Source: an optimization exercise on an open RTL-to-GDS flow (aim: small area). Production flows keep margins and buffers that such runs may drop.
Function was checked by simulation only, so behaviour that the tests miss may differ from the original.
Power and IR drop assume default switching activity.

==> design/flow/design.v <==
`default_nettype none
 `default_nettype none
module j4( input  wire clk
         , input  wire rst                       
         , output reg  [12:0] pc
         , input  wire [15:0] instr
         , output wire io_we                     
         , output wire io_re                     
         , output wire [16-1:0] io_ptr
         , input  wire [16-1:0] io_in
         , output wire [16-1:0] io_out
    );
reg  [16-1:0] T;
reg  [4-1:0] dsp, rsp;
wire is_lit  = instr[15];
wire is_jmp  = instr[15:13] == 3'b000;
wire is_cjmp = instr[15:13] == 3'b001;
wire is_call = instr[15:13] == 3'b010;
wire is_alu  = instr[15:13] == 3'b011;
wire [3:0] op = instr[11:8];
wire [15:0] aop = {16{is_alu}} & (16'd1 << op);   
wire [1:0] dd = is_lit ? 2'b01 : is_alu ? instr[1:0] : 2'b00;
wire [1:0] ee = is_call ? 2'b01 : is_alu ? instr[3:2] : 2'b00;
wire [3:0] dsp_n = dsp + {{2{dd[1]}}, dd};
wire [3:0] rsp_n = rsp + {{2{ee[1]}}, ee};
wire ds_we = is_lit | (is_alu & instr[7]);
wire rs_we = is_call | (is_alu & instr[6]);
wire [15:0] ds_wr, rs_wr;        
wire [15:0] ds_sn, rs_sn;        
genvar g, b;
generate for (g = 0; g < 16; g = g + 1) begin: DEC
    assign ds_wr[g] = ds_we & (dsp_n == g);
    assign rs_wr[g] = rs_we & (rsp_n == g);
    assign ds_sn[g] = ~(dsp == g);
    assign rs_sn[g] = ~((rsp == g) & ~is_call);
end endgenerate
wire [12:0] pc_inc = pc + 13'd1;
wire [16-1:0] N;
wire [12:0] R;                   
wire [16-1:0] ds_q [0:15];
wire [12:0]       rs_q [0:15];
generate for (g = 0; g < 16; g = g + 1) begin: DS
    reg [16-1:0] q;
    always @(posedge clk) if (ds_wr[g]) q <= T;
    assign ds_q[g] = q;
end endgenerate
generate for (g = 0; g < 16; g = g + 1) begin: RS
    reg [12:0] q;
    always @(posedge clk) if (rs_wr[g]) q <= R;
    assign rs_q[g] = q;
end endgenerate
generate for (b = 0; b < 16; b = b + 1) begin: NRD
    wire [15:0] col;
    for (g = 0; g < 16; g = g + 1) begin: C
        assign col[g] = ds_q[g][b];
    end
    wire [7:0] t;
    wire lo, hi;
    for (g = 0; g < 8; g = g + 1) begin: P
        j4_o22ai u (.a1(ds_sn[2*g]), .a2(col[2*g]), .b1(ds_sn[2*g+1]), .b2(col[2*g+1]), .y(t[g]));
    end
    j4_nor4 u0 (.a(t[0]), .b(t[1]), .c(t[2]), .d(t[3]), .y(lo));
    j4_nor4 u1 (.a(t[4]), .b(t[5]), .c(t[6]), .d(t[7]), .y(hi));
    assign N[b] = lo & hi;
end endgenerate
generate for (b = 0; b < 13; b = b + 1) begin: RRD
    wire [15:0] col;
    for (g = 0; g < 16; g = g + 1) begin: C
        assign col[g] = rs_q[g][b];
    end
    wire [7:0] t;
    wire lo, hi;
    for (g = 0; g < 8; g = g + 1) begin: P
        j4_o22ai u (.a1(rs_sn[2*g]), .a2(col[2*g]), .b1(rs_sn[2*g+1]), .b2(col[2*g+1]), .y(t[g]));
    end
    j4_nor4 u0 (.a(t[0]), .b(t[1]), .c(t[2]), .d(t[3]), .y(lo));
    j4_nor4 u1 (.a(t[4]), .b(t[5]), .c(t[6]), .d(t[7]), .y(hi));
    assign R[b] = lo & hi & (~is_call | pc_inc[b]);
end endgenerate
wire sub = aop[7] | aop[8] | aop[15];
wire dec = aop[10];
wire bsel1 = ~sub | dec;         
wire bsel0 = sub | dec;          
wire [16-1:0] B;
wire [16:0] cy;
wire [16-1:0] sum;
assign cy[0] = sub;
generate for (b = 0; b < 16; b = b + 1) begin: ADD
    j4_mux2i ub (.a0(~bsel0), .a1(~bsel1), .s(N[b]), .y(B[b]));
    j4_fa    uf (.a(T[b]), .b(B[b]), .ci(cy[b]), .s(sum[b]), .co(cy[b+1]));
end endgenerate
wire eq  = ~|sum;                                
wire ult = cy[16] & ~eq;                     
wire slt = (N[15] ^ T[15]) ? N[15] : ult;        
wire cmp = (aop[7] & eq) | (aop[8] & slt) | (aop[15] & ult);
wire keep = ~rst & ~is_lit & ~is_alu;            
wire [3:0] tt = rst ? 4'b0000 :
                keep ? 4'b1010 :
                {4{cmp}} |
                ({4{aop[0]}} & 4'b1010) |
                ({4{aop[1]}} & 4'b1100) |
                ({4{aop[3]}} & 4'b1000) |
                ({4{aop[4]}} & 4'b1110) |
                ({4{aop[5]}} & 4'b0110) |
                ({4{aop[6]}} & 4'b0101);
wire e_add = ~rst & (aop[2] | aop[10]);
wire e_shr = ~rst & aop[9];
wire e_shl = ~rst & aop[13];
wire e_r   = ~rst & aop[11];
wire e_in  = ~rst & aop[12];
wire e_lit = ~rst & is_lit;
wire e_ptr = ~rst & aop[14];
wire [16-1:0] Tsh = {1'b0, T[15:1]};
wire [16-1:0] Tsl = {T[14:0], 1'b0};
wire [16-1:0] Rx  = {3'b000, R};
wire [16-1:0] Lx  = {1'b0, instr[14:0]};
wire [16-1:0] Px  = {8'd0, rsp, dsp};
wire [16-1:0] T_n;
generate for (b = 0; b < 16; b = b + 1) begin: TN
    wire lut_n;
    j4_mux4 ul (.d0(~tt[0]), .d1(~tt[1]), .d2(~tt[2]), .d3(~tt[3]), .s0(T[b]), .s1(N[b]), .y(lut_n));
    assign T_n[b] = ~lut_n
                  | (sum[b] & e_add) | (Tsh[b] & e_shr) | (Tsl[b] & e_shl)
                  | (Rx[b] & e_r) | (io_in[b] & e_in) | (Lx[b] & e_lit) | (Px[b] & e_ptr);
end endgenerate
wire tz = ~|T;
wire s_jmp = ~rst & (is_jmp | is_call | (is_cjmp & tz));
wire s_ret = ~rst & is_alu & instr[12];
wire s_inc = ~rst & ~s_jmp & ~s_ret;
wire [12:0] pc_n = ({13{s_inc}} & pc_inc) | ({13{s_jmp}} & instr[12:0]) | ({13{s_ret}} & R);
assign io_we  = is_alu & instr[5];
assign io_re  = aop[12] & (|T[15:14]);
assign io_ptr = T;
assign io_out = N;
always @(posedge clk) begin
    pc  <= pc_n;
    T   <= T_n;
    dsp <= rst ? 4'd0 : dsp_n;
    rsp <= rst ? 4'd0 : rsp_n;
end
endmodule
module j4_o22ai(input wire a1, input wire a2, input wire b1, input wire b2, output wire y);
    assign y = ~((a1 | a2) & (b1 | b2));
endmodule
module j4_nor4(input wire a, input wire b, input wire c, input wire d, output wire y);
    assign y = ~(a | b | c | d);
endmodule
module j4_mux2i(input wire a0, input wire a1, input wire s, output wire y);
    assign y = ~(s ? a1 : a0);
endmodule
module j4_mux4(input wire d0, input wire d1, input wire d2, input wire d3,
               input wire s0, input wire s1, output wire y);
    assign y = s1 ? (s0 ? d3 : d2) : (s0 ? d1 : d0);
endmodule
module j4_fa(input wire a, input wire b, input wire ci, output wire s, output wire co);
    assign {co, s} = a + b + ci;
endmodule
==> design/flow/run.sh <==
#!/bin/bash
# synth_recipe.tcl (not shown) runs the flow's synth.tcl, then flattens the netlist and writes it again
# the make line also repeats each setting of config.mk as NAME=value (left out here)
make -C /OpenROAD-flow-scripts/flow DESIGN_CONFIG=/design/flow/config.mk WORK_HOME=/design/flow/orfs CLKGATE_MAP_FILE= SYNTH_SCRIPT=/design/flow/synth_recipe.tcl finish
==> design/flow/config.mk <==
export PLATFORM = sky130hd
export DESIGN_NAME = j4
export DESIGN_NICKNAME = j4
export VERILOG_FILES = /design/flow/design.v
export SDC_FILE = /design/flow/constraint.sdc
export NUM_CORES = 4
export LEC_CHECK = 0
export CAP_MARGIN = 20
export CORE_MARGIN = 2
export CORE_UTILIZATION = 40
export SLEW_MARGIN = 20
export SYNTH_HIERARCHICAL = 1
==> design/flow/constraint.sdc <==
create_clock -name core_clock -period 6.0 [get_ports {clk}]
set_input_delay 1.2000 -clock core_clock [delete_from_list [all_inputs] [get_ports {clk}]]
set_output_delay 1.2000 -clock core_clock [all_outputs]
set_load 0.01 [all_outputs]
==> metrics.yaml, run 1 <==
run_status:
  status: "failed layout checks"
  so_faults: "negative setup slack"
synth:
  synthFlopType: "edfxtp_1"
  netlist_instances: 1264
  synth_area_per_cell_sq_um: 15.98
  ys_ff_latch: 501
  syn-cell-area_sq_um: 20200
  yosys.area.top_type: "edfxtp_1"
  ys_seq_area_share_pct: 72.63
  synth_area_leaders: "edfxtp_1 (69%), o22ai_1 (7.4%), dfxtp_1 (3.7%)"
  synth_warnings: 7
  async_reset_ff_share_pct: 0
  synth_top_area_share_pct: 68.97
  synth-edff-count: 464
  ys_types: 65
placed_design:
  place.gp.congestion: 0.9086
  dpl_cell_area_sq_um: 23170
  post-place-cells: 2167
  hpwlAfterDp_um: 41540
  io_buffers: 80
critical_path:
  startpoint_type: "primary input"
  crit_fanout: 6
  rrSetupSlack_ns: -3.44
  crit_path_frequent_cell: "fa_2"
  startpoint: "instr[8]"
  r2r_start: "dsp[0]$_SDFF_PP0_"
  cp_slowest_cell: "fa_1"
  end_kind: "flop"
  worst_path_largest_cell_delay_ns: 0.46
  cp_data_arrival_time_ns: 9.94
  cp.required_ns: 6.49
  crit_type: "in2reg"
floorplan:
  initial_utilization_pct: 40.43
  die_y_um: 228.7
  rows: 82
  coreArea_sq_um: 49970
  pin_count: 81
  die_x_um: 228.7
  die_area_sq_um: 52320
cells_and_area:
  nets: 1613
  final_common_cell: "edfxtp_1"
  drive_gt1_share_pct: 25.53
  postLayoutCellArea_sq_um: 25130
  final_util_pct: 50.29
  fin_cells: 2267
  layout_common_cells: "edfxtp_1 (464), o22ai_1 (233), buf_4 (163), nand2_1 (83), clkdlybuf4s50_1 (73)"
  area_growth_pct: 24.36
cts:
  clock-sinks: 501
  ctsHtreeMaxLevel: 2
  clk_latency_ns: 0.60
  cts_root_buf: "clkbuf_16"
  clk_path_buf_depth: 3
  cts_made_buffers: 51
  cts_tree: "yes"
  path_clk_slew_ns: 0.07
sta:
  rsz0062_at_grt: "true"
  worst_slew_pin_slew_ns: 1.173
  max_freq_mhz: 105.8
  setup_violations: 16
  setup_ws_ns: -3.452
  finalCritPeriodShare_pct: 157.5
  hold_viol: 0
  relSlewSlack_pct: 21.07
  finClkSkew_ns: 0.02816
  slew_violations: 0
  period_minus_slack_ns: 9.452
route:
  wl_per_cell_um: 27.11
  top_layer: "met5"
  drt_first_iter_violations: 1285
  drt_wl_total_um: 61460
  wl_met1_um: 24820
  wl_met3_um: 4131
  vias_per_cell: 5.780
  firstDrtPassIters: 6
  final_antenna_net_count: 0
  vias: 13100
  wl_met2_um: 30350
  drc: 0
global_route:
  grt_antenna_before_repair: 4
  grt_max_degree: 27
  grt_pass1_vias: 12770
  grt_use_total_pct: 23.21
  grt-ovfl-total: 0
  grt_pass1_wl_um: 88150
power:
  switching_share_pct: 25.50
  seqPwrFrac_pct: 46.9
  p_int_mw: 6.478
  p_comb_share_pct: 16.4
  peakVddDrop_v: 0.0002930
  powerDensity_nw_per_um2: 346.0
  p_clk_share_pct: 36.7
  switching_power_mw: 2.217
  p_total_mw: 8.694
  power.leakage_nw: 8.340
worst_hold_path:
  hold_start: "dsp[0]$_SDFF_PP0_"
  min_path_type: "reg2reg"
run:
  maxCapViolations: 0
-- final timing paths --
path	to	cells after the start
setup reg to reg	T[7]$_DFF_P_	32
setup / recovery	T[7]$_DFF_P_	30
hold reg to reg	T[0]$_DFF_P_	3
hold / removal	T[0]$_DFF_P_	3
-- final cells by class --
type	count	area [sq um]
antenna	1	2.502
timing repair buffer	258	2185
clock buffer	61	1345
multi-input combinational	724	5665
clock inverter	32	330.3
sequential	501	14690
tap	672	840.8
inverter	18	67.56
fill	4239	24840
-- cells in the mapped netlist (13+ instances only) --
cell        n
nor2_1     57
fa_1       18
mux2i_1    18
and2_1     15
edfxtp_1  464
o22ai_1   238
inv_1      18
dfxtp_1    37
o211ai_1   14
nand3_1    20
nor4_2     58
mux4_2     16
nand2_1    88
nor2b_1    13
a21oi_1    21
-- registers in the layout, summed over array words and instances, names as in the netlist --
name and cells:
DS.q 256, rsp 4, pc 13, T 16, dsp 4, RS.q 208
-- timing repair --
item / CTS / global route
resized for setup: 61 / 21
gates cloned: 0 / 0
hold buffers: 0 / 0
buffers inserted: 4 / 3
pin swaps: 6 / 3
setup endpoints to repair: 16 / 16
-- per-stage QoR --
stage / TNS, ns / hold WS [ns] / worst slack (ns)
floorplan: -58.24 / 0.5636 / -3.829
global placement: -68.79 / 0.7021 / -4.369
detailed placement: -70.05 / 0.6895 / -4.455
CTS: -53.41 / 0.6874 / -3.425
global route: -57.40 / 0.6989 / -3.666
finish: -53.68 / 0.6702 / -3.452
-- power by group through the flow --
stage / Sequential [mW] / Combinational [mW] / Clock, mW
global route: 4.09 / 1.51 / 3.35
global placement: 4.15 / 1.37 / 0
CTS: 4.08 / 1.40 / 3.22
finish: 4.08 / 1.43 / 3.19
detailed placement: 4.15 / 1.38 / 0
floorplan: 4.18 / 0.593 / 0
-- kinds of logic (layout without fill, tap and decap cells) --
| kind of cell | after synthesis | in the layout | share of synthesized area, % |
|---|---|---|---|
| muxes | 36 | 36 | 2.787 |
| other | 0 | 1 | 0 |
| AOI/OAI and AO/OA | 340 | 340 | 11.05 |
| buffers and inverters | 39 | 369 | 0.8608 |
| xor gates and xnor gates | 15 | 15 | 0.7989 |
| adders and majority gates | 26 | 26 | 2.267 |
| and+or+nand+nor | 307 | 307 | 9.599 |
| DFF | 501 | 501 | 72.63 |
-- worst max-delay path: cells and delay by family --
kind	cells	cell delay, ns
muxes	3	0.67
buffers and inverters	2	0.43
AOI/OAI and AO/OA	6	1.02
adders and majority gates	16	5.72
and+or+nand+nor	3	0.89
-- layer usage --
layer | vias to the layer above | track usage, %
met2 | 500 | 39.26
met5 | - | 0
met3 | 106 | 4.017
met4 | 4 | 8.047
li1 | 5822 | -
met1 | 6672 | 30.27
-- modules after synthesis (local to each module, per instance) --
module    cell area [sq um]  flip-flops and latches  times used
j4_mux2i              10.01                       0          16
j4_o22ai              6.256                       0         232
j4_mux4               22.52                       0          16
j4_nor4               12.51                       0          58
j4_fa                 20.02                       0          16
j4                    17190                     501           1
==> run 2, diff against run 1 <==
--- a/design/flow/design.v
+++ b/design/flow/design.v
@@ -57,3 +57,2 @@
     wire [7:0] t;
-    wire lo, hi;
     for (g = 0; g < 8; g = g + 1) begin: P
@@ -61,5 +60,3 @@
     end
-    j4_nor4 u0 (.a(t[0]), .b(t[1]), .c(t[2]), .d(t[3]), .y(lo));
-    j4_nor4 u1 (.a(t[4]), .b(t[5]), .c(t[6]), .d(t[7]), .y(hi));
-    assign N[b] = lo & hi;
+    j4_nor8 u0 (.a(t), .y(N[b]));
 end endgenerate
@@ -71,3 +68,2 @@
     wire [7:0] t;
-    wire lo, hi;
     for (g = 0; g < 8; g = g + 1) begin: P
@@ -75,5 +71,5 @@
     end
-    j4_nor4 u0 (.a(t[0]), .b(t[1]), .c(t[2]), .d(t[3]), .y(lo));
-    j4_nor4 u1 (.a(t[4]), .b(t[5]), .c(t[6]), .d(t[7]), .y(hi));
-    assign R[b] = lo & hi & (~is_call | pc_inc[b]);
+    wire rd;
+    j4_nor8 u0 (.a(t), .y(rd));
+    assign R[b] = rd & (~is_call | pc_inc[b]);
 end endgenerate
@@ -84,11 +80,10 @@
 wire [16-1:0] B;
-wire [16:0] cy;
 wire [16-1:0] sum;
-assign cy[0] = sub;
+wire cout;
 generate for (b = 0; b < 16; b = b + 1) begin: ADD
     j4_mux2i ub (.a0(~bsel0), .a1(~bsel1), .s(N[b]), .y(B[b]));
-    j4_fa    uf (.a(T[b]), .b(B[b]), .ci(cy[b]), .s(sum[b]), .co(cy[b+1]));
 end endgenerate
-wire eq  = ~|sum;                                
-wire ult = cy[16] & ~eq;                     
+assign {cout, sum} = {1'b0, T} + {1'b0, B} + {16'd0, sub};
+wire eq  = &(T ^ B);                             
+wire ult = cout & ~eq;                           
 wire slt = (N[15] ^ T[15]) ? N[15] : ult;        
@@ -121,5 +116,7 @@
     j4_mux4 ul (.d0(~tt[0]), .d1(~tt[1]), .d2(~tt[2]), .d3(~tt[3]), .s0(T[b]), .s1(N[b]), .y(lut_n));
-    assign T_n[b] = ~lut_n
-                  | (sum[b] & e_add) | (Tsh[b] & e_shr) | (Tsl[b] & e_shl)
-                  | (Rx[b] & e_r) | (io_in[b] & e_in) | (Lx[b] & e_lit) | (Px[b] & e_ptr);
+    wire x1, x2, x3;
+    j4_a222oi ua (.a1(sum[b]), .a2(e_add), .b1(Tsh[b]), .b2(e_shr), .c1(Tsl[b]), .c2(e_shl), .y(x1));
+    j4_a222oi ub (.a1(Rx[b]), .a2(e_r), .b1(io_in[b]), .b2(e_in), .c1(Lx[b]), .c2(e_lit), .y(x2));
+    assign x3 = ~(Px[b] & e_ptr);
+    j4_nand4 un (.a(x1), .b(x2), .c(x3), .d(lut_n), .y(T_n[b]));
 end endgenerate
@@ -129,3 +126,8 @@
 wire s_inc = ~rst & ~s_jmp & ~s_ret;
-wire [12:0] pc_n = ({13{s_inc}} & pc_inc) | ({13{s_jmp}} & instr[12:0]) | ({13{s_ret}} & R);
+wire [12:0] pc_n;
+generate for (b = 0; b < 13; b = b + 1) begin: PCN
+    wire x;
+    j4_a222oi u (.a1(pc_inc[b]), .a2(s_inc), .b1(instr[b]), .b2(s_jmp), .c1(R[b]), .c2(s_ret), .y(x));
+    assign pc_n[b] = ~x;
+end endgenerate
 assign io_we  = is_alu & instr[5];
@@ -144,4 +146,4 @@
 endmodule
-module j4_nor4(input wire a, input wire b, input wire c, input wire d, output wire y);
-    assign y = ~(a | b | c | d);
+module j4_nor8(input wire [7:0] a, output wire y);
+    assign y = ~|a;
 endmodule
@@ -157 +159,8 @@
 endmodule
+module j4_a222oi(input wire a1, input wire a2, input wire b1, input wire b2,
+                 input wire c1, input wire c2, output wire y);
+    assign y = ~((a1 & a2) | (b1 & b2) | (c1 & c2));
+endmodule
+module j4_nand4(input wire a, input wire b, input wire c, input wire d, output wire y);
+    assign y = ~(a & b & c & d);
+endmodule
==> design/flow/flow/run.sh (new file) <==
#!/bin/bash
# Layout flow: the standard ORFS flow (standard synthesis unchanged), with
#  - single-drive buf_1 cells as the port buffers,
#  - a clock tree of clkbuf_4/clkbuf_8 with larger sink clusters and no dummy loads.
# make's full output goes to orfs_make.log in the work folder.
set -euo pipefail
bash standard.sh \
  "BUFFER_PORTS_ARGS=-buffer_cell sky130_fd_sc_hd__buf_1" \
  "CTS_ARGS=-sink_clustering_enable -repair_clock_nets -dont_use_dummy_load -sink_clustering_size 20 -sink_clustering_max_diameter 60 -buf_list {sky130_fd_sc_hd__clkbuf_4 sky130_fd_sc_hd__clkbuf_8}" \
  finish > orfs_make.log 2>&1
==> design/flow/standard.sh (new file) <==
#!/bin/bash
# synth_recipe.tcl (not shown) runs the flow's synth.tcl, then flattens the netlist and writes it again
# the make line also repeats each setting of config.mk as NAME=value (left out here)
make -C /OpenROAD-flow-scripts/flow DESIGN_CONFIG=/design/flow/config.mk WORK_HOME=/design/flow/orfs CLKGATE_MAP_FILE= SYNTH_SCRIPT=/design/flow/synth_recipe.tcl "${@:-finish}"
--- a/design/flow/config.mk
+++ b/design/flow/config.mk
@@ -9,3 +9,3 @@
 export CORE_MARGIN = 2
-export CORE_UTILIZATION = 40
+export CORE_UTILIZATION = 65
 export SLEW_MARGIN = 20
removed: design/flow/run.sh
==> metrics.yaml, run 2 <==
placed_design:
  io_buffers: 80  # unchanged
  place.gp.congestion: 0.9242  # +1.7%
  dpl_cell_area_sq_um: 21390  # -7.7%
  hpwlAfterDp_um: 34060  # -18%
  post-place-cells: 1826  # -16%
cts:
  path_clk_slew_ns: 0.10  # +0.03 ns
  ctsResizeCount: 0  # -100%
  clk_latency_ns: 0.59  # about the same
  postCtsHoldBufs: 0  # unchanged
  ctsHtreeMaxLevel: 2  # unchanged
  cts_tree: "yes"
  cts_root_buf: "clkbuf_8"
  post-cts-setup-buffers: 0  # -4
  cts_made_buffers: 34  # -33%
  clk_path_buf_depth: 3  # unchanged
  clock-sinks: 501  # unchanged
synth:
  ys_seq_area_share_pct: 73.45  # +0.81 points
  synth_warnings: 7  # unchanged
  synthXorXnorAreaFrac_pct: 1.315  # +0.52 points
  synth_area_per_cell_sq_um: 15.78  # -1.3%
  synth_top_family_by_area: "compound AO/OA/AOI/OAI gates"
  synth-simple-area-share_pct: 8.054  # -1.5 points
  ys_types: 62  # -4.6%
  yosys.area.top_type: "edfxtp_1"
  async_reset_ff_share_pct: 0  # unchanged
  synthMuxAreaShare_pct: 2.605  # -0.18 points
  synth_area_leaders: "edfxtp_1 (70%), o22ai_1 (7.3%), dfxtp_1 (3.7%)"
  synth_commonest_cells: "edfxtp_1 (464), o22ai_1 (232), nor2_1 (85)"
  synth-compound-area-share_pct: 12.01  # +0.95 points
  ys_ff_latch: 501  # unchanged
  syn-cell-area_sq_um: 19980  # -1.1%
  synthFlopType: "edfxtp_1"
  yosysMostFrequentCell: "edfxtp_1"
  synth_top_area_share_pct: 69.74  # +0.77 points
  synth-edff-count: 464  # unchanged
  netlist_instances: 1266  # +0.16%
  synthAdderAreaFrac_pct: 1.841  # -0.43 points
critical_path:
  cp_top_family: "simple AND/OR/NAND/NOR gates"
  cp.required_ns: 6.36  # -0.13 ns
  cp_data_arrival_time_ns: 5.59  # -4.35 ns
  path_buf_inv: 2  # unchanged
  worst_path_largest_cell_delay_ns: 0.54  # +0.08 ns
  end_kind: "flop"
  crit_type: "reg2reg"
  startpoint_type: "flop"
  cp_slowest_cell: "dfxtp_1"
  worstPathCellList: "nor2b_1 > nand2_1 > buf_4 > o22ai_1 > or4_1 > nor2_1 > mux2i_1 > fa_1 > fa_1 > nand3_1 > a21oi_1 > or3_1 > a21oi_4 > o32ai_1 > o41ai_2 > buf_4 > mux4_2 > nand4_1"
  crit_fanout: 16  # +10
worst_hold_path:
  min_path_type: "reg2reg"
route:
  vias: 12790  # -2.4%
  final_antenna_net_count: 0  # unchanged
  drc: 0  # unchanged
  drt_wl_total_um: 51580  # -16%
  drt_first_iter_violations: 1678  # +31%
  vias_per_cell: 6.873  # +19%
  firstDrtPassIters: 12  # +6
  wl_per_cell_um: 27.71  # +2.2%
cells_and_area:
  layout_common_cells: "edfxtp_1 (464), o22ai_1 (232), nor2_1 (83), buf_4 (81), buf_1 (80)"
  fin_cells: 1861  # -18%
  nets: 1527  # -5.3%
  regMostFlops: "DS.q"
  top_regs: "DS.q (256), RS.q (208), T (16)"
  largest_reg_flops: 256  # unchanged
  fillers: 1995  # -53%
  postLayoutCellArea_sq_um: 21860  # -13%
  drive_gt1_share_pct: 9.904  # -16 points
  final_common_cell: "edfxtp_1"
  area_growth_pct: 9.425
global_route:
  grt_max_degree: 24  # -11%
  grt_use_total_pct: 32.51  # +9.3 points
  grt_pass1_vias: 12040  # -5.7%
  grt_pass1_wl_um: 75140  # -15%
  grt-ovfl-total: 0  # unchanged
  grt_antenna_before_repair: 1  # -3
sta:
  tns_ns: 0  # +53.68 ns
  holdWs_ns: 0.6136  # -0.05662 ns
  period_minus_slack_ns: 5.224  # -4.227 ns
  setup_violations: 0  # -16
  relSlewSlack_pct: 21.12  # +0.050 points
  finClkSkew_ns: 0.06915  # +0.04099 ns
  rsz0062_at_grt: "false"
  hold_viol: 0  # unchanged
  worst_slew_pin_slew_ns: 1.179  # +0.005718 ns
  max_freq_mhz: 191.4  # +81%
  slew_violations: 0  # unchanged
  finalCritPeriodShare_pct: 87.07  # -70 points
power:
  switching_power_mw: 1.779  # -20%
  peakVddDrop_v: 0.0002955  # +0.85%
  powerDensity_nw_per_um2: 305.8  # -12%
  p_int_mw: 4.907  # -24%
  p_comb_share_pct: 17.1  # +0.7 points
  p_clk_share_pct: 22.0  # -15 points
  switching_share_pct: 26.61  # +1.1 points
  power.leakage_nw: 7.340  # -12%
  seqPwrFrac_pct: 61.0  # +14 points
run_status:
  status: "finished clean"
floorplan:
  die_y_um: 179.3  # -22%
  die_x_um: 179.3  # -22%
  die_area_sq_um: 32160  # -39%
  pin_count: 81  # unchanged
  coreArea_sq_um: 30430  # -39%
  initial_utilization_pct: 65.66  # +25 points
  rows: 64  # -22%
run:
  maxCapViolations: 0  # unchanged
run 2: changes by cell type after synthesis, sizes merged, moves of 15 or more:
cell    before  now
a222oi      10   45
ha           7   23
nand2       88   53
nand4        4   20
nor2        59   85
nor4        66    3
o211ai      15    0
or4          4   59
run 2: power groups by stage:
stage | Combinational (mW) | Sequential (mW) | Clock (mW)
after floorplan | 0.647 | 4.18 | 0
after global placement | 1.10 | 4.15 | 0
after detailed placement | 1.12 | 4.16 | 0
after CTS | 1.12 | 4.08 | 1.49
after global routing | 1.22 | 4.09 | 1.60
final | 1.14 | 4.08 | 1.47
run 2: routing by layer:
layer	up-vias	wire length, um	share of wire [%]	global-route usage [%]
met5	-	0	0	0
met4	0	2165	4.2	13.00
met3	107	4916	9.5	5.428
met2	695	25690	50	54.02
met1	6273	18800	36	43.35
li1	5715	-	-	-
run 2: cells by family (layout without fill, tap and decap cells):
| kind of cell | after synthesis | count (layout) |
|---|---|---|
| AO/OA/AOI/OAI | 345 | 345 |
| AND/OR/NAND/NOR | 298 | 298 |
| multiplexers | 32 | 32 |
| other | 2 | 15 |
| adder cells (fa/ha/maj) | 27 | 27 |
| buffers and inverters | 31 | 217 |
| XOR/XNOR | 30 | 30 |
| flip-flops | 501 | 501 |
run 2: area by class of cell:
cell class	instances	area, sq um	area share [%]
Tap cell	396	495.5	2.266
Multi-Input combinational cell	746	5231	23.93
Sequential cell	501	14670	67.12
Inverter	22	82.58	0.3777
Antenna cell	1	2.502	0.01145
Timing Repair Buffer	161	908.4	4.155
Clock buffer	34	467.9	2.140
run 2: per-stage QoR:
step	power, mW	setup WS [ns]	utilization [%]
floorplan	4.827	0.2587	-
global placement	5.254	0.7417	70.28
global route	6.914	0.3712	71.85
detailed placement	5.272	0.5788	70.28
CTS	6.683	0.7849	71.82
finish	6.686	0.7757	71.85
run 2: per-module statistics from Yosys (local to each module, per instance):
module	times used	cell area, sq um	cells inside	flip-flops and latches
j4_mux2i	16	10.01	1	0
j4_o22ai	232	6.256	1	0
j4	1	16910	854	501
j4_mux4	16	22.52	1	0
j4_a222oi	45	10.01	1	0
j4_nor8	29	18.77	3	0
j4_nand4	16	6.256	1	0
run 2: final timing paths:
check | start | end | slack (ns) | cells past startpoint
setup / recovery | dsp[1]$_SDFF_PP0_ | T[10]$_DFF_P_ | 0.78 | 18
hold / removal | rsp[0]$_SDFF_PP0_ | T[4]$_DFF_P_ | 0.61 | 2
setup reg to reg | dsp[1]$_SDFF_PP0_ | T[10]$_DFF_P_ | 0.78 | 18
hold reg to reg | rsp[0]$_SDFF_PP0_ | T[4]$_DFF_P_ | 0.61 | 2
run 2: tightest hold or removal path, cell delays in order (launching register included):
cell	delay, ns
dfxtp_1	0.36
nand2_1	0.09
nand4_1	0.09
==> run 3, diff against run 2 <==
--- a/design/flow/config.mk
+++ b/design/flow/config.mk
@@ -10,2 +10,3 @@
 export CORE_UTILIZATION = 65
+export GPL_TIMING_DRIVEN = 0
 export SLEW_MARGIN = 20
==> metrics.yaml, run 3 <==
synth:
  syn-cell-area_sq_um: 19980  # unchanged
  ys_ff_latch: 501  # unchanged
  yosysMostFrequentCell: "edfxtp_1"
  synthFlopType: "edfxtp_1"
  synth_commonest_cells: "edfxtp_1 (464), o22ai_1 (232), nor2_1 (85)"
  async_reset_ff_share_pct: 0  # unchanged
  synth-edff-count: 464  # unchanged
  ys_types: 62  # unchanged
  synth_top_area_share_pct: 69.74  # unchanged
  synth_area_leaders: "edfxtp_1 (70%), o22ai_1 (7.3%), dfxtp_1 (3.7%)"
  yosys.area.top_type: "edfxtp_1"
  ys_seq_area_share_pct: 73.45  # unchanged
  synth_warnings: 7  # unchanged
  netlist_instances: 1266  # unchanged
  synth_area_per_cell_sq_um: 15.78  # unchanged
sta:
  tns_ns: 0  # unchanged
  finalCritPeriodShare_pct: 94.79  # +7.7 points
  period_minus_slack_ns: 5.688  # +0.4633 ns
  hold_viol: 0  # unchanged
  setup_ws_ns: 0.3124  # -0.4633 ns
  slew_violations: 0  # unchanged
  holdWs_ns: 0.6187  # +0.005163 ns
  finClkSkew_ns: 0.05707  # -0.01208 ns
  setup_violations: 0  # unchanged
  relSlewSlack_pct: 31.56  # +10 points
  worst_slew_pin_slew_ns: 1.025  # -0.1537 ns
  max_freq_mhz: 175.8  # -8.1%
critical_path:
  end_kind: "flop"
  crit_type: "reg2reg"
  ff2ff_path_depth: 18  # unchanged
  cp_data_arrival_time_ns: 6.07  # +0.48 ns
  rrSetupSlack_ns: 0.31  # -0.46 ns
  startpoint_type: "flop"
  rr_endpoint: "T[8]$_DFF_P_"
  cp.required_ns: 6.38  # +0.02 ns
  crit_fanout: 16  # unchanged
  r2r_start: "dsp[1]$_SDFF_PP0_"
worst_hold_path:
  hold_depth: 2  # unchanged
  min_path_type: "reg2reg"
  whs_endpoint: "T[4]$_DFF_P_"
  hold_start: "rsp[0]$_SDFF_PP0_"
cells_and_area:
  fillers: 2017  # +1.1%
  top_regs: "DS.q (256), RS.q (208), T (16)"
  drive_gt1_share_pct: 10.90  # +1.0 points
  multi_input_area_sq_um: 5466  # +4.5%
  postLayoutCellArea_sq_um: 21910  # +0.22%
  num_antenna_cells: 0  # -1
  area_growth_pct: 9.663
  largest_reg_flops: 256  # unchanged
  final_common_cell: "edfxtp_1"
  nets: 1485  # -2.8%
  seqCellArea_sq_um: 14670  # unchanged
  regMostFlops: "DS.q"
  layout_common_cells: "edfxtp_1 (464), o22ai_1 (232), buf_1 (80), or4_1 (58), nor2_1 (47)"
global_route:
  grt_pass1_vias: 12120  # +0.65%
  grt_use_total_pct: 32.22  # -0.29 points
  grt_max_degree: 24  # unchanged
  grt-ovfl-total: 0  # unchanged
  grt_antenna_before_repair: 0  # -1
  grt_pass1_wl_um: 74560  # -0.77%
floorplan:
  pin_count: 81  # unchanged
  die_y_um: 179.3  # unchanged
  rows: 64  # unchanged
  initial_utilization_pct: 65.66  # unchanged
  die_x_um: 179.3  # unchanged
  die_area_sq_um: 32160  # unchanged
  coreArea_sq_um: 30430  # unchanged
power:
  power.leakage_nw: 7.177  # -2.2%
  peakVddDrop_v: 0.0002782  # -5.9%
  powerDensity_nw_per_um2: 305.8  # about the same
placed_design:
  pre_cts_ws_ns: -0.6080  # -1.187 ns
  place.gp.congestion: 0.8936  # -3.3%
  dpl_cell_area_sq_um: 21260  # -0.61%
  io_buffers: 80  # unchanged
  hpwlAfterDp_um: 33170  # -2.6%
cts:
  clk_latency_ns: 0.59  # about the same
  postCtsHoldBufs: 0  # unchanged
  cts_tree: "yes"
  ctsHtreeMaxLevel: 2  # unchanged
  clk_path_buf_depth: 3  # unchanged
  path_clk_slew_ns: 0.10  # about the same
  clock-sinks: 501  # unchanged
  cts_made_buffers: 36  # +5.9%
  cts_root_buf: "clkbuf_8"
run_status:
  status: "finished clean"
run:
  maxCapViolations: 0  # unchanged
route:
  drt_first_iter_violations: 1601  # -4.6%
  vias_per_cell: 7.019  # +2.1%
  final_antenna_net_count: 0  # unchanged
  wl_per_cell_um: 28.18  # +1.7%
  drt_wl_total_um: 51230  # -0.68%
  vias: 12760  # -0.23%
  firstDrtPassIters: 12  # unchanged
  drc: 0  # unchanged
run 3: cell counts after synthesis:
Identical to the previous run, type by type.
run 3: per-module statistics from Yosys (local to each module, per instance):
module     cells  copies in the design  area [sq um]  flops+latches
j4_a222oi      1                    45         10.01              0
j4_nand4       1                    16         6.256              0
j4_o22ai       1                   232         6.256              0
j4_nor8        3                    29         18.77              0
j4_mux2i       1                    16         10.01              0
j4           854                     1         16910            501
j4_mux4        1                    16         22.52              0
run 3: repair_timing:
item | CTS | global route
buffers inserted | 4 | 2
endpoints found under the setup margin | 16 | 16
resized for setup | 13 | 8
pin swaps | 3 | 2
run 3: worst max path at each step:
stage	startpoint	endpoint	slack, ns	cells after the start
CTS	dsp[1]$_SDFF_PP0_	T[8]$_DFF_P_	0.009	18
floorplan	instr[11]	T[0]$_DFF_P_	0.26	16
finish	dsp[1]$_SDFF_PP0_	T[8]$_DFF_P_	0.31	18
detailed placement	instr[11]	T[3]$_DFF_P_	-0.61	17
global placement	instr[14]	T[2]$_DFF_P_	-1.73	16
global route	dsp[1]$_SDFF_PP0_	T[9]$_DFF_P_	-0.02	18
run 3: critical path: stages, from the launching register on:
cell and delay (ns):
dfxtp_1 0.63, nor2b_1 0.25, nand2_2 0.38, o22ai_1 0.12, or4_1 0.59, nor2_2 0.34, mux2i_1 0.19, fa_1 0.51
fa_1 0.43, nand3_1 0.11, a21oi_1 0.08, or3_1 0.35, buf_4 0.17, a21oi_4 0.15, o21ai_2 0.18, o31ai_4 0.48
buf_6 0.21, mux4_2 0.24, nand4_1 0.09
run 3: area by class of cell:
| type | count | share of cell area (%) |
|---|---|---|
| Sequential cell | 501 | 66.98 |
| Multi-Input combinational cell | 746 | 24.95 |
| Timing Repair Buffer | 108 | 2.918 |
| Clock buffer | 36 | 2.261 |
| Tap cell | 396 | 2.261 |
| Inverter | 22 | 0.3769 |
| Buffer | 9 | 0.2570 |
run 3: where the power goes:
group | total, mW | leakage (nW) | internal (mW) | switching [mW]
sequential | 4.15 | 4.51 | 4.02 | 0.130
combinational | 1.02 | 2.41 | 0.354 | 0.664
clock | 1.53 | 0.259 | 0.542 | 0.988
run 3: cells by family after synthesis:
| logic type | share of synthesized area (%) |
|---|---|
| muxes | 2.605 |
| xor gates and xnor gates | 1.315 |
| buffers and inverters | 0.6951 |
| adders and majority gates | 1.841 |
| and+or+nand+nor | 8.054 |
| DFF | 73.45 |
| AOI/OAI and AO/OA | 12.01 |
| other | 0.03759 |
run 3: metal layers:
| layer | track usage [%] | up-vias | share of wire [%] |
|---|---|---|---|
| met2 | 54.17 | 738 | 50 |
| met1 | 42.16 | 6264 | 37 |
| met5 | 0 | - | 0 |
| met4 | 15.26 | 0 | 4.9 |
| met3 | 4.156 | 131 | 8.6 |
| li1 | - | 5627 | - |
run 3: per-stage QoR:
| stage | total power [mW] | cells | utilization (%) |
|---|---|---|---|
| finish | 6.699 | 1818 | 72.00 |
| CTS | 6.678 | 1816 | 71.77 |
| detailed placement | 5.210 | 1776 | 69.85 |
| global placement | 5.163 | 1754 | 68.47 |
| floorplan | 4.827 | 1278 | - |
| global route | 6.907 | 1818 | 72.00 |
==> run 4, diff against run 3 <==
--- a/design/flow/flow/run.sh
+++ b/design/flow/flow/run.sh
@@ -9,2 +9,3 @@
   "CTS_ARGS=-sink_clustering_enable -repair_clock_nets -dont_use_dummy_load -sink_clustering_size 20 -sink_clustering_max_diameter 60 -buf_list {sky130_fd_sc_hd__clkbuf_4 sky130_fd_sc_hd__clkbuf_8}" \
+  RECOVER_POWER=100 \
   finish > orfs_make.log 2>&1
--- a/design/flow/config.mk
+++ b/design/flow/config.mk
@@ -10,3 +10,2 @@
 export CORE_UTILIZATION = 65
-export GPL_TIMING_DRIVEN = 0
 export SLEW_MARGIN = 20
==> metrics.yaml, run 4 <==
synth:
  synth-edff-count: 464  # unchanged
  async_reset_ff_share_pct: 0  # unchanged
  yosysMostFrequentCell: "edfxtp_1"
  synth_area_per_cell_sq_um: 15.78  # unchanged
  yosys.area.top_type: "edfxtp_1"
  ys_types: 62  # unchanged
  synth_warnings: 7  # unchanged
  ys_ff_latch: 501  # unchanged
  synth_top_area_share_pct: 69.74  # unchanged
  synthFlopType: "edfxtp_1"
  ys_seq_area_share_pct: 73.45  # unchanged
  synth_commonest_cells: "edfxtp_1 (464), o22ai_1 (232), nor2_1 (85)"
  synth_area_leaders: "edfxtp_1 (70%), o22ai_1 (7.3%), dfxtp_1 (3.7%)"
  syn-cell-area_sq_um: 19980  # unchanged
  netlist_instances: 1266  # unchanged
route:
  wl_met2_um: 25740  # +0.52%
  drt_first_iter_violations: 1620  # +1.2%
  firstDrtPassIters: 14  # +2
  vias: 12860  # +0.82%
  drc: 0  # unchanged
  top_layer: "met4"
  final_antenna_net_count: 0  # unchanged
  vias_per_cell: 6.912  # -1.5%
  drt_wl_total_um: 51540  # +0.62%
  wl_per_cell_um: 27.70  # -1.7%
  wl_met1_um: 18670  # -0.27%
  wl_met3_um: 4786  # +9.2%
cts:
  cts_made_buffers: 34  # -5.6%
  ctsHtreeMaxLevel: 2  # unchanged
  postCtsHoldBufs: 0  # unchanged
  path_clk_slew_ns: 0.10  # about the same
  cts_tree: "yes"
  post-cts-setup-buffers: 0  # -4
  cts_root_buf: "clkbuf_8"
  ctsResizeCount: 0  # -13
  clk_path_buf_depth: 3  # unchanged
  clk_latency_ns: 0.59  # about the same
  clock-sinks: 501  # unchanged
cells_and_area:
  multi_input_area_sq_um: 5226  # -4.4%
  largest_reg_flops: 256  # unchanged
  drive_gt1_share_pct: 6.148  # -4.8 points
  nets: 1527  # +2.8%
  postLayoutCellArea_sq_um: 21660  # -1.2%
  layout_common_cells: "edfxtp_1 (464), o22ai_1 (232), nor2_1 (85), buf_1 (79), or4_1 (58)"
  seqCellArea_sq_um: 14670  # unchanged
  fillers: 2057  # +2.0%
  area_growth_pct: 8.392
  fin_cells: 1861  # +2.4%
  regMostFlops: "DS.q"
  top_regs: "DS.q (256), RS.q (208), T (16)"
  final_util_pct: 71.17  # -0.83 points
  final_common_cell: "edfxtp_1"
critical_path:
  crit_path_frequent_cell: "fa_1"
  ff2ff_path_depth: 18  # unchanged
  crit_fanout: 16  # unchanged
  worstPathCellList: "nor2b_1 > nand2_1 > buf_4 > o22ai_1 > or4_1 > nor2_1 > mux2i_1 > fa_1 > fa_1 > nand3_1 > a21oi_1 > or3_1 > a21oi_4 > o32ai_1 > o41ai_2 > clkbuf_2 > mux4_2 > nand4_1"
  cp.required_ns: 6.37  # about the same
  cp_data_arrival_time_ns: 5.72  # -0.35 ns
  worst_path_largest_cell_delay_ns: 0.54  # -0.09 ns
  crit_type: "reg2reg"
  end_kind: "flop"
  cp_slowest_cell: "dfxtp_1"
  startpoint_type: "flop"
floorplan:
  die_x_um: 179.3  # unchanged
  die_area_sq_um: 32160  # unchanged
  die_y_um: 179.3  # unchanged
  pin_count: 81  # unchanged
  initial_utilization_pct: 65.66  # unchanged
  rows: 64  # unchanged
  coreArea_sq_um: 30430  # unchanged
sta:
  tns_ns: 0  # unchanged
  period_minus_slack_ns: 5.355  # -0.3326 ns
  rsz0062_at_grt: "false"
  hold_viol: 0  # unchanged
  max_freq_mhz: 186.7  # +6.2%
  worst_slew_pin_slew_ns: 1.244  # +0.2189 ns
  slew_violations: 0  # unchanged
  finClkSkew_ns: 0.06594  # +0.008871 ns
  finalCritPeriodShare_pct: 89.25  # -5.5 points
  setup_violations: 0  # unchanged
  relSlewSlack_pct: 17.06  # -14 points
global_route:
  grt-ovfl-total: 0  # unchanged
  grt_pass1_wl_um: 75140  # +0.78%
  grt_max_degree: 24  # unchanged
  grt_pass1_vias: 12040  # -0.64%
  grt_antenna_before_repair: 1  # +1
  grt_use_total_pct: 32.51  # +0.29 points
run_status:
  status: "finished clean"
placed_design:
  place.gp.congestion: 0.9242  # +3.4%
  hpwlAfterDp_um: 34060  # +2.7%
  io_buffers: 80  # unchanged
  post-place-cells: 1826  # +2.8%
  dpl_cell_area_sq_um: 21390  # +0.62%
power:
  power.leakage_nw: 7.125  # -0.72%
  peakVddDrop_v: 0.0002953  # +6.1%
  powerDensity_nw_per_um2: 307.8  # +0.67%
worst_hold_path:
  min_path_type: "reg2reg"
  hold_depth: 2  # unchanged
run:
  maxCapViolations: 0  # unchanged
run 4: worst paths after layout:
check | start | to | slack [ns]
max | dsp[1]$_SDFF_PP0_ | T[10]$_DFF_P_ | 0.65
min | rsp[0]$_SDFF_PP0_ | T[4]$_DFF_P_ | 0.61
max reg2reg | dsp[1]$_SDFF_PP0_ | T[10]$_DFF_P_ | 0.65
min reg2reg | rsp[0]$_SDFF_PP0_ | T[4]$_DFF_P_ | 0.61
run 4: cell families after synthesis:
| family | synth area share, % |
|---|---|
| AOI/OAI and AO/OA | 12.01 |
| other | 0.03759 |
| muxes | 2.605 |
| and+or+nand+nor | 8.054 |
| xor gates and xnor gates | 1.315 |
| buffers and inverters | 0.6951 |
| adders and majority gates | 1.841 |
| DFF | 73.45 |
run 4: layout make-up:
| class | instances | share of cell area, % |
|---|---|---|
| Sequential cell | 501 | 67.76 |
| Multi-Input combinational cell | 746 | 24.13 |
| Timing Repair Buffer | 161 | 3.264 |
| Tap cell | 396 | 2.288 |
| Clock buffer | 34 | 2.161 |
| Inverter | 22 | 0.3813 |
| Antenna cell | 1 | 0.01156 |
run 4: modules after synthesis (local to each module, per instance):
module	cells inside	cell area, sq um
j4_a222oi	1	10.01
j4_mux2i	1	10.01
j4_nor8	3	18.77
j4	854	16910
j4_nand4	1	6.256
j4_mux4	1	22.52
j4_o22ai	1	6.256
run 4: worst max-delay path: cells and delay by family (launching register included):
family	cells	cell delay, ns
AOI/OAI and AO/OA	5	0.92
adders and majority gates	2	0.94
and+or+nand+nor	7	1.70
DFF	1	0.54
buffers and inverters	2	0.58
muxes	2	0.47
run 4: metal layers:
metal,vias to the layer above,track usage (%)
met3,122,5.428
met4,0,13.00
met5,-,0
li1,5706,-
met2,712,54.02
met1,6324,43.35
run 4: power by group:
| part | switching (mW) | total, mW | leakage (nW) | internal [mW] |
|---|---|---|---|---|
| Combinational | 0.762 | 1.11 | 2.38 | 0.350 |
| Sequential | 0.0584 | 4.08 | 4.51 | 4.02 |
| Clock | 0.958 | 1.47 | 0.244 | 0.514 |
| Total | 1.78 | 6.67 | 7.12 | 4.89 |
run 4: stage by stage:
step / power [mW] / hold slack, ns / setup slack, ns
after floorplan: 4.827 / 0.5176 / 0.2587
after global placement: 5.254 / 0.5696 / 0.7417
after detailed placement: 5.272 / 0.5917 / 0.5788
after CTS: 6.683 / 0.6240 / 0.7849
after global routing: 6.894 / 0.6812 / 0.2373
final: 6.666 / 0.6115 / 0.6450
==> run 5, diff against run 4 <==
--- a/design/flow/flow/run.sh
+++ b/design/flow/flow/run.sh
@@ -9,3 +9,2 @@
   "CTS_ARGS=-sink_clustering_enable -repair_clock_nets -dont_use_dummy_load -sink_clustering_size 20 -sink_clustering_max_diameter 60 -buf_list {sky130_fd_sc_hd__clkbuf_4 sky130_fd_sc_hd__clkbuf_8}" \
-  RECOVER_POWER=100 \
   finish > orfs_make.log 2>&1
--- a/design/flow/config.mk
+++ b/design/flow/config.mk
@@ -7,6 +7,6 @@
 export LEC_CHECK = 0
-export CAP_MARGIN = 20
+export CAP_MARGIN = 5
 export CORE_MARGIN = 2
 export CORE_UTILIZATION = 65
-export SLEW_MARGIN = 20
+export SLEW_MARGIN = 5
 export SYNTH_HIERARCHICAL = 1
==> metrics.yaml, run 5 <==
global_route:
  grt_pass1_vias: 12040  # unchanged
  grt_use_total_pct: 32.51  # unchanged
  grt_max_degree: 24  # unchanged
  grt-ovfl-total: 0  # unchanged
  grt_pass1_wl_um: 75140  # unchanged
  grt_antenna_before_repair: 1  # unchanged
synth:
  synth_top_family_by_area: "compound AO/OA/AOI/OAI gates"
  synth-compound-area-share_pct: 12.01  # unchanged
  ys_types: 62  # unchanged
  syn-cell-area_sq_um: 19980  # unchanged
  yosysMostFrequentCell: "edfxtp_1"
  yosys.area.top_type: "edfxtp_1"
  synth_warnings: 7  # unchanged
  synth_commonest_cells: "edfxtp_1 (464), o22ai_1 (232), nor2_1 (85)"
  synth-simple-area-share_pct: 8.054  # unchanged
  synthAdderAreaFrac_pct: 1.841  # unchanged
  ys_ff_latch: 501  # unchanged
  synthMuxAreaShare_pct: 2.605  # unchanged
  netlist_instances: 1266  # unchanged
  ys_seq_area_share_pct: 73.45  # unchanged
  async_reset_ff_share_pct: 0  # unchanged
  synth_area_per_cell_sq_um: 15.78  # unchanged
  synth_top_area_share_pct: 69.74  # unchanged
  synthXorXnorAreaFrac_pct: 1.315  # unchanged
  synth_area_leaders: "edfxtp_1 (70%), o22ai_1 (7.3%), dfxtp_1 (3.7%)"
  synthFlopType: "edfxtp_1"
  synth-edff-count: 464  # unchanged
cts:
  path_clk_slew_ns: 0.10  # about the same
  clk_latency_ns: 0.58  # about the same
  cts_tree: "yes"
  cts_made_buffers: 34  # unchanged
  postCtsHoldBufs: 0  # unchanged
  clk_path_buf_depth: 3  # unchanged
  cts_root_buf: "clkbuf_8"
  post-cts-setup-buffers: 0  # unchanged
  clock-sinks: 501  # unchanged
  ctsHtreeMaxLevel: 2  # unchanged
  ctsResizeCount: 0  # unchanged
critical_path:
  worstPathCellList: "nor2b_1 > nand2_1 > buf_4 > o22ai_1 > or4_1 > nor2_1 > mux2i_1 > fa_1 > fa_1 > nand3_1 > a21oi_1 > or3_1 > a21oi_4 > o32ai_1 > o41ai_2 > buf_4 > mux4_2 > nand4_1"
  startpoint_type: "flop"
  cp_data_arrival_time_ns: 5.58  # -0.14 ns
  crit_type: "reg2reg"
  crit_fanout: 16  # unchanged
  end_kind: "flop"
  worst_path_largest_cell_delay_ns: 0.54  # about the same
  cp_slowest_cell: "dfxtp_1"
  cp.required_ns: 6.37  # about the same
cells_and_area:
  area_growth_pct: 9.400
  nets: 1527  # unchanged
  regMostFlops: "DS.q"
  top_regs: "DS.q (256), RS.q (208), T (16)"
  postLayoutCellArea_sq_um: 21860  # +0.93%
  largest_reg_flops: 256  # unchanged
  final_common_cell: "edfxtp_1"
  layout_common_cells: "edfxtp_1 (464), o22ai_1 (232), nor2_1 (85), buf_4 (81), buf_1 (80)"
  drive_gt1_share_pct: 9.768  # +3.6 points
  fillers: 1997  # -2.9%
route:
  vias: 12850  # -0.15%
  wl_met1_um: 18890  # +1.1%
  drt_wl_total_um: 51510  # about the same
  drt_first_iter_violations: 1677  # +3.5%
  drc: 0  # unchanged
  wl_met3_um: 4680  # -2.2%
  final_antenna_net_count: 0  # unchanged
  firstDrtPassIters: 14  # unchanged
  vias_per_cell: 6.902  # -0.15%
  top_layer: "met4"
  wl_met2_um: 25690  # -0.22%
  wl_per_cell_um: 27.68  # about the same
sta:
  finalCritPeriodShare_pct: 86.90  # -2.4 points
  tns_ns: 0  # unchanged
  finClkSkew_ns: 0.06632  # +0.0003709 ns
  slew_violations: 0  # unchanged
  hold_viol: 0  # unchanged
  setup_violations: 0  # unchanged
  relSlewSlack_pct: 19.41  # +2.4 points
  rsz0062_at_grt: "false"
  period_minus_slack_ns: 5.214  # -0.1410 ns
  worst_slew_pin_slew_ns: 1.204  # -0.03974 ns
  max_freq_mhz: 191.8  # +2.7%
placed_design:
  dpl_cell_area_sq_um: 21390  # unchanged
  io_buffers: 80  # unchanged
  hpwlAfterDp_um: 34060  # unchanged
  place.gp.congestion: 0.9242  # unchanged
power:
  power.leakage_nw: 7.341  # +3.0%
  peakVddDrop_v: 0.0002955  # about the same
  p_total_mw: 6.682  # +0.24%
  powerDensity_nw_per_um2: 305.7  # -0.68%
floorplan:
  die_area_sq_um: 32160  # unchanged
  die_y_um: 179.3  # unchanged
  coreArea_sq_um: 30430  # unchanged
  rows: 64  # unchanged
  die_x_um: 179.3  # unchanged
  initial_utilization_pct: 65.66  # unchanged
  pin_count: 81  # unchanged
worst_hold_path:
  min_path_type: "reg2reg"
run_status:
  status: "finished clean"
run:
  maxCapViolations: 0  # unchanged
[run 5: Yosys stat by module (local to each module, per instance)]
| module | flops+latches | cell area [sq um] |
|---|---|---|
| j4 | 501 | 16910 |
| j4_a222oi | 0 | 10.01 |
| j4_mux2i | 0 | 10.01 |
| j4_mux4 | 0 | 22.52 |
| j4_nand4 | 0 | 6.256 |
| j4_nor8 | 0 | 18.77 |
| j4_o22ai | 0 | 6.256 |
[run 5: final timing paths]
| check | depth (start not counted) | slack (ns) | startpoint | to |
|---|---|---|---|---|
| setup / recovery | 18 | 0.79 | dsp[1]$_SDFF_PP0_ | T[10]$_DFF_P_ |
| hold reg to reg | 2 | 0.62 | rsp[0]$_SDFF_PP0_ | T[4]$_DFF_P_ |
| hold / removal | 2 | 0.62 | rsp[0]$_SDFF_PP0_ | T[4]$_DFF_P_ |
| setup reg to reg | 18 | 0.79 | dsp[1]$_SDFF_PP0_ | T[10]$_DFF_P_ |
[run 5: area by class of cell]
type,instances,area (sq um),share of cell area (%)
antenna,1,2.502,0.01145
multi-input combinational,746,5226,23.91
timing repair buffer,161,908.4,4.156
inverter,22,82.58,0.3778
sequential,501,14670,67.14
clock buffer,34,467.9,2.141
tap,396,495.5,2.267
[run 5: layer usage]
metal	vias up	track usage (%)
li1	5716	-
met1	6322	43.35
met2	689	54.02
met3	118	5.428
met4	0	13.00
met5	-	0
[run 5: power by group]
group | switching [mW] | leakage (nW) | internal, mW | total, mW
Sequential | 0.0592 | 4.51 | 4.02 | 4.08
Combinational | 0.763 | 2.59 | 0.375 | 1.14
Clock | 0.953 | 0.244 | 0.514 | 1.47
Total | 1.78 | 7.34 | 4.91 | 6.68
[run 5: cells by family (layout without fill, tap and decap cells)]
logic type               count (synthesis)  count (layout)
flip-flops                             501             501
AO/OA/AOI/OAI                          345             345
AND/OR/NAND/NOR                        298             298
multiplexers                            32              32
buffers and inverters                   31             217
XOR/XNOR                                30              30
adder cells (fa/ha/maj)                 27              27
other                                    2              15
[run 5: critical path: cells and delay by family, from the launching register on]
family          cells  cell delay, ns
buf+inv             2            0.49
compound gates      5            0.93
mux                 2            0.43
fa+ha+maj           2            0.94
flops               1            0.54
simple gates        7            1.68
[run 5: stage by stage]
step | utilization (%) | cells | hold slack [ns] | setup WS, ns
6_report | 71.83 | 1861 | 0.6224 | 0.7860
5_1_grt | 71.83 | 1861 | 0.6514 | 0.3712
4_1_cts | 71.82 | 1860 | 0.6240 | 0.7849
3_5_place_dp | 70.28 | 1826 | 0.5917 | 0.5788
3_3_place_gp | 70.28 | 1826 | 0.5696 | 0.7417
2_1_floorplan | - | 1278 | 0.5176 | 0.2587
==> run 6, diff against run 5 <==
--- a/design/flow/design.v
+++ b/design/flow/design.v
@@ -107,6 +107,2 @@
 wire e_ptr = ~rst & aop[14];
-wire [16-1:0] Tsh = {1'b0, T[15:1]};
-wire [16-1:0] Tsl = {T[14:0], 1'b0};
-wire [16-1:0] Rx  = {3'b000, R};
-wire [16-1:0] Lx  = {1'b0, instr[14:0]};
 wire [16-1:0] Px  = {8'd0, rsp, dsp};
@@ -116,7 +112,22 @@
     j4_mux4 ul (.d0(~tt[0]), .d1(~tt[1]), .d2(~tt[2]), .d3(~tt[3]), .s0(T[b]), .s1(N[b]), .y(lut_n));
-    wire x1, x2, x3;
-    j4_a222oi ua (.a1(sum[b]), .a2(e_add), .b1(Tsh[b]), .b2(e_shr), .c1(Tsl[b]), .c2(e_shl), .y(x1));
-    j4_a222oi ub (.a1(Rx[b]), .a2(e_r), .b1(io_in[b]), .b2(e_in), .c1(Lx[b]), .c2(e_lit), .y(x2));
-    assign x3 = ~(Px[b] & e_ptr);
-    j4_nand4 un (.a(x1), .b(x2), .c(x3), .d(lut_n), .y(T_n[b]));
+    wire x1, x2;
+    if (b == 0)
+        j4_a22oi  ua (.a1(sum[b]), .a2(e_add), .b1(T[b+1]), .b2(e_shr), .y(x1));
+    else if (b == 16-1)
+        j4_a22oi  ua (.a1(sum[b]), .a2(e_add), .b1(T[b-1]), .b2(e_shl), .y(x1));
+    else
+        j4_a222oi ua (.a1(sum[b]), .a2(e_add), .b1(T[b+1]), .b2(e_shr), .c1(T[b-1]), .c2(e_shl), .y(x1));
+    if (b < 13)
+        j4_a222oi ub (.a1(R[b]), .a2(e_r), .b1(io_in[b]), .b2(e_in), .c1(instr[b]), .c2(e_lit), .y(x2));
+    else if (b < 15)
+        j4_a22oi  ub (.a1(io_in[b]), .a2(e_in), .b1(instr[b]), .b2(e_lit), .y(x2));
+    else
+        j4_nand2  ub (.a(io_in[b]), .b(e_in), .y(x2));
+    if (b < 8) begin: P
+        wire x3;
+        j4_nand2 up (.a(Px[b]), .b(e_ptr), .y(x3));
+        j4_nand4 un (.a(x1), .b(x2), .c(x3), .d(lut_n), .y(T_n[b]));
+    end else begin: Q
+        j4_nand3 un (.a(x1), .b(x2), .c(lut_n), .y(T_n[b]));
+    end
 end endgenerate
@@ -166 +177,10 @@
 endmodule
+module j4_a22oi(input wire a1, input wire a2, input wire b1, input wire b2, output wire y);
+    assign y = ~((a1 & a2) | (b1 & b2));
+endmodule
+module j4_nand3(input wire a, input wire b, input wire c, output wire y);
+    assign y = ~(a & b & c);
+endmodule
+module j4_nand2(input wire a, input wire b, output wire y);
+    assign y = ~(a & b);
+endmodule
==> design/flow/flow/run.sh (replaced) <==
#!/bin/bash
# Layout flow: the standard ORFS flow (standard synthesis unchanged), with
#  - single-drive buf_1 cells as the port buffers,
#  - a clock tree of clkbuf_4/clkbuf_8 with sink clusters of at most 16 flops
#    and 50 um, and no dummy loads,
#  - downsizing of gates off the critical paths after global routing.
# make's full output goes to orfs_make.log in the work folder.
set -euo pipefail
bash standard.sh \
  "BUFFER_PORTS_ARGS=-buffer_cell sky130_fd_sc_hd__buf_1" \
  "CTS_ARGS=-sink_clustering_enable -repair_clock_nets -dont_use_dummy_load -sink_clustering_size 16 -sink_clustering_max_diameter 50 -buf_list {sky130_fd_sc_hd__clkbuf_4 sky130_fd_sc_hd__clkbuf_8}" \
  RECOVER_POWER=100 \
  GPL_KEEP_OVERFLOW=0 \
  finish > orfs_make.log 2>&1
--- a/design/flow/config.mk
+++ b/design/flow/config.mk
@@ -7,6 +7,6 @@
 export LEC_CHECK = 0
-export CAP_MARGIN = 5
+export CAP_MARGIN = 20
 export CORE_MARGIN = 2
 export CORE_UTILIZATION = 65
-export SLEW_MARGIN = 5
+export SLEW_MARGIN = 20
 export SYNTH_HIERARCHICAL = 1
==> metrics.yaml, run 6 <==
critical_path:
  path_buf_inv: 0  # -2
  worst-path-stages: 15  # -3
  critPathCapture: "T[6]$_DFF_P_"
  crit_fanout: 16  # unchanged
  crit_type: "reg2reg"
  ff2ff_path_depth: 15  # -3
  rrSetupSlack_ns: 0.24  # -0.55 ns
  worst_path_largest_cell_delay_ns: 0.68  # +0.14 ns
  startpoint_type: "flop"
  startpoint: "dsp[2]$_SDFF_PP0_"
  cp_data_arrival_time_ns: 6.16  # +0.58 ns
  cp_top_family: "simple AND/OR/NAND/NOR gates"
  cp_slowest_cell: "nand4_1"
  worstPathCellList: "nand4_1 > o22ai_1 > or4_1 > nor2_1 > mux2i_1 > fa_1 > fa_1 > nand3_1 > a21oi_1 > o311ai_0 > o221ai_1 > o21ai_1 > and3_1 > mux4_2 > nand4_1"
  cp.required_ns: 6.40  # +0.03 ns
  end_kind: "flop"
  r2r_start: "dsp[2]$_SDFF_PP0_"
  rr_endpoint: "T[6]$_DFF_P_"
synth:
  synth_area_per_cell_sq_um: 15.57  # -1.3%
  synth-edff-count: 464  # unchanged
  syn-cell-area_sq_um: 20000  # about the same
  yosysMostFrequentCell: "edfxtp_1"
  ys_seq_area_share_pct: 73.38  # about the same
  synth_warnings: 7  # unchanged
  netlist_instances: 1284  # +1.4%
  synth_commonest_cells: "edfxtp_1 (464), o22ai_1 (232), nor2_1 (89)"
  async_reset_ff_share_pct: 0  # unchanged
  synth_area_leaders: "edfxtp_1 (70%), o22ai_1 (7.3%), dfxtp_1 (3.7%)"
  synth_top_area_share_pct: 69.68  # about the same
  yosys.area.top_type: "edfxtp_1"
  ys_ff_latch: 501  # unchanged
  synthFlopType: "edfxtp_1"
  ys_types: 50  # -19%
power:
  power.leakage_nw: 7.066  # -3.7%
  peakVddDrop_v: 0.0002285  # -23%
  powerDensity_nw_per_um2: 315.8  # +3.3%
  p_total_mw: 6.790  # +1.6%
cts:
  post-cts-setup-buffers: 0  # unchanged
  cts_made_buffers: 42  # +24%
  cts_tree: "yes"
  clk_path_buf_depth: 3  # unchanged
  clk_latency_ns: 0.60  # +0.02 ns
  clock-sinks: 501  # unchanged
  cts_root_buf: "clkbuf_8"
  ctsHtreeMaxLevel: 2  # unchanged
  path_clk_slew_ns: 0.09  # about the same
sta:
  tns_ns: 0  # unchanged
  hold_viol: 0  # unchanged
  worst_slew_pin_slew_ns: 1.601  # +0.3969 ns
  max_freq_mhz: 173.5  # -9.5%
  setup_violations: 0  # unchanged
  period_minus_slack_ns: 5.764  # +0.5498 ns
  finalCritPeriodShare_pct: 96.06  # +9.2 points
  slew_violations: 14  # +14
  rsz0062_at_grt: "false"
  relSlewSlack_pct: -7.147  # -27 points
  finClkSkew_ns: 0.06890  # +0.002580 ns
placed_design:
  io_buffers: 80  # unchanged
  hpwlAfterDp_um: 33370  # -2.0%
  post-place-cells: 1774  # -2.8%
  dpl_cell_area_sq_um: 21160  # -1.1%
  place.gp.congestion: 0.9154  # -0.95%
run_status:
  status: "failed layout checks"
  so_faults: "max-capacitance violations, max-slew violations"
run:
  maxCapViolations: 1  # +1
route:
  firstDrtPassIters: 7  # -7
  final_antenna_net_count: 0  # unchanged
  drc: 0  # unchanged
  wl_per_cell_um: 28.17  # +1.8%
  drt_wl_total_um: 51150  # -0.70%
  vias_per_cell: 7.052  # +2.2%
  vias: 12810  # -0.30%
  drt_first_iter_violations: 1796  # +7.1%
global_route:
  grt_pass1_wl_um: 74780  # -0.48%
  grt_max_degree: 25  # +4.2%
  grt-ovfl-total: 0  # unchanged
  grt_antenna_before_repair: 0  # -1
  grt_pass1_vias: 12160  # +0.95%
  grt_use_total_pct: 32.19  # -0.32 points
floorplan:
  die_y_um: 179.4  # about the same
  rows: 64  # unchanged
  coreArea_sq_um: 30430  # unchanged
  die_area_sq_um: 32180  # about the same
  die_x_um: 179.4  # about the same
  initial_utilization_pct: 65.72  # about the same
  pin_count: 81  # unchanged
cells_and_area:
  drive_gt1_share_pct: 6.197  # -3.6 points
  area_growth_pct: 7.527
  top_regs: "DS.q (256), RS.q (208), T (16)"
  postLayoutCellArea_sq_um: 21500  # -1.6%
  multi_input_area_sq_um: 5259  # +0.62%
  fillers: 2106  # +5.5%
  largest_reg_flops: 256  # unchanged
  seqCellArea_sq_um: 14670  # unchanged
  nets: 1483  # -2.9%
  fin_cells: 1816  # -2.4%
  final_common_cell: "edfxtp_1"
  regMostFlops: "DS.q"
  num_antenna_cells: 0  # -1
  layout_common_cells: "edfxtp_1 (464), o22ai_1 (232), nor2_1 (88), buf_1 (78), or4_1 (59)"
worst_hold_path:
  min_path_type: "reg2reg"
## run 6: cell count changes after synthesis, sizes merged, moves of 4 or more
cell	previous run	this run
nor3	2	7
and2	3	7
nand4	20	14
o21a	1	15
nand3	26	30
a222oi	45	40
nor2	85	89
nand2	53	59
a22oi	0	4
o31a	12	0
## run 6: worst min-delay path, delay by kind of cell (launching register included)
kind,cells,cell delay [ns]
DFF,1,0.38
and+or+nand+nor,2,0.17
## run 6: per-module statistics from Yosys (local to each module, per instance)
module     cells inside  times used  area (sq um)
j4_mux4               1          16         22.52
j4                  864           1         16910
j4_nand3              1           8         5.005
j4_nor8               3          29         18.77
j4_o22ai              1         232         6.256
j4_nand4              1           8         6.256
j4_a22oi              1           4         12.51
j4_a222oi             1          40         10.01
j4_mux2i              1          16         10.01
j4_nand2              1           9         3.754
## run 6: cells by family after synthesis
kind of cell	share of synthesized area, %
flip-flops	73.38
AO/OA/AOI/OAI	11.84
AND/OR/NAND/NOR	8.378
buffers and inverters	0.6883
multiplexers	2.603
XOR/XNOR	1.270
adder cells (fa/ha/maj)	1.840
## run 6: area by class of cell
cell class              instances  area share (%)
flip-flops and latches        501           68.25
well taps                     396           2.304
clock buffers                  42           2.688
multi-input cells             749           24.46
inverters                      25          0.4364
repair buffers                103           1.868
## run 6: metrics by stage
| step | util, % | setup WS (ns) | hold slack, ns |
|---|---|---|---|
| floorplan | - | 0.8609 | 0.4463 |
| global placement | 68.19 | -0.2371 | 0.5619 |
| detailed placement | 69.52 | -0.0003455 | 0.5860 |
| CTS | 71.42 | 0.2498 | 0.5869 |
| global route | 70.66 | 0.005618 | 0.6182 |
| finish | 70.66 | 0.2363 | 0.6035 |
## run 6: routing by layer
layer  wire, um  up-vias  global-route usage (%)
met4       1934        0                   12.00
met5          0        -                       0
met3       4210      113                   4.451
met1      19800     6344                   44.34
li1           -     5632                       -
met2      25200      717                   53.24
## run 6: timing repair
item,in CTS,in global routing
hold buffers,0,0
endpoints found under the setup margin,0,16
gates resized for setup,0,15
## run 6: how the worst min path moves through the flow
stage | start | to | cells past startpoint
2_1_floorplan | dsp[3]$_SDFF_PP0_ | T[3]$_DFF_P_ | 2
3_3_place_gp | rsp[0]$_SDFF_PP0_ | T[4]$_DFF_P_ | 2
3_5_place_dp | rsp[0]$_SDFF_PP0_ | T[4]$_DFF_P_ | 2
4_1_cts | rsp[0]$_SDFF_PP0_ | T[4]$_DFF_P_ | 2
5_1_grt | rsp[0]$_SDFF_PP0_ | T[4]$_DFF_P_ | 2
6_report | rsp[0]$_SDFF_PP0_ | T[4]$_DFF_P_ | 2
## run 6: power by group
group	switching, mW	internal, mW
Combinational	0.678	0.328
Clock	1.01	0.628
Sequential	0.122	4.02

## what the ideal ports hide
Ports are ideal in the flow. The routed layouts listed here were re-timed in OpenROAD.
Step 1 assumes that a clkbuf_16 drives the clock port and a buf_2 every other input.
Step 2 times the ports against the registers' clock, not the clock port: input delays grow and output delays shrink by t, the midpoint of the rising clock arrivals with the driver on.
a / b / c = ideal / step 1 / step 2; a / b = the first two.
run | t (ns) | setup slack, ns | latest minus earliest clock arrival (ns) | pins driven straight from the clock port
run 1 | 0.641 | -3.452 / -3.501 / -4.141 | 0.029 / 0.029 | 1
run 2 | 0.601 | 0.776 / 0.776 / 0.493 | 0.069 / 0.069 | 1
run 3 | 0.611 | 0.312 / 0.312 / -0.217 | 0.057 / 0.057 | 1
run 4 | 0.604 | 0.645 / 0.645 / 0.373 | 0.066 / 0.066 | 1
run 5 | 0.600 | 0.786 / 0.786 / 0.490 | 0.066 / 0.066 | 1
run 6 | 0.611 | 0.236 / 0.236 / -0.143 | 0.070 / 0.069 | 1
The setup slack of run 1, which loses most, moves by -0.049 ns with the drivers and by -0.689 ns with both steps.
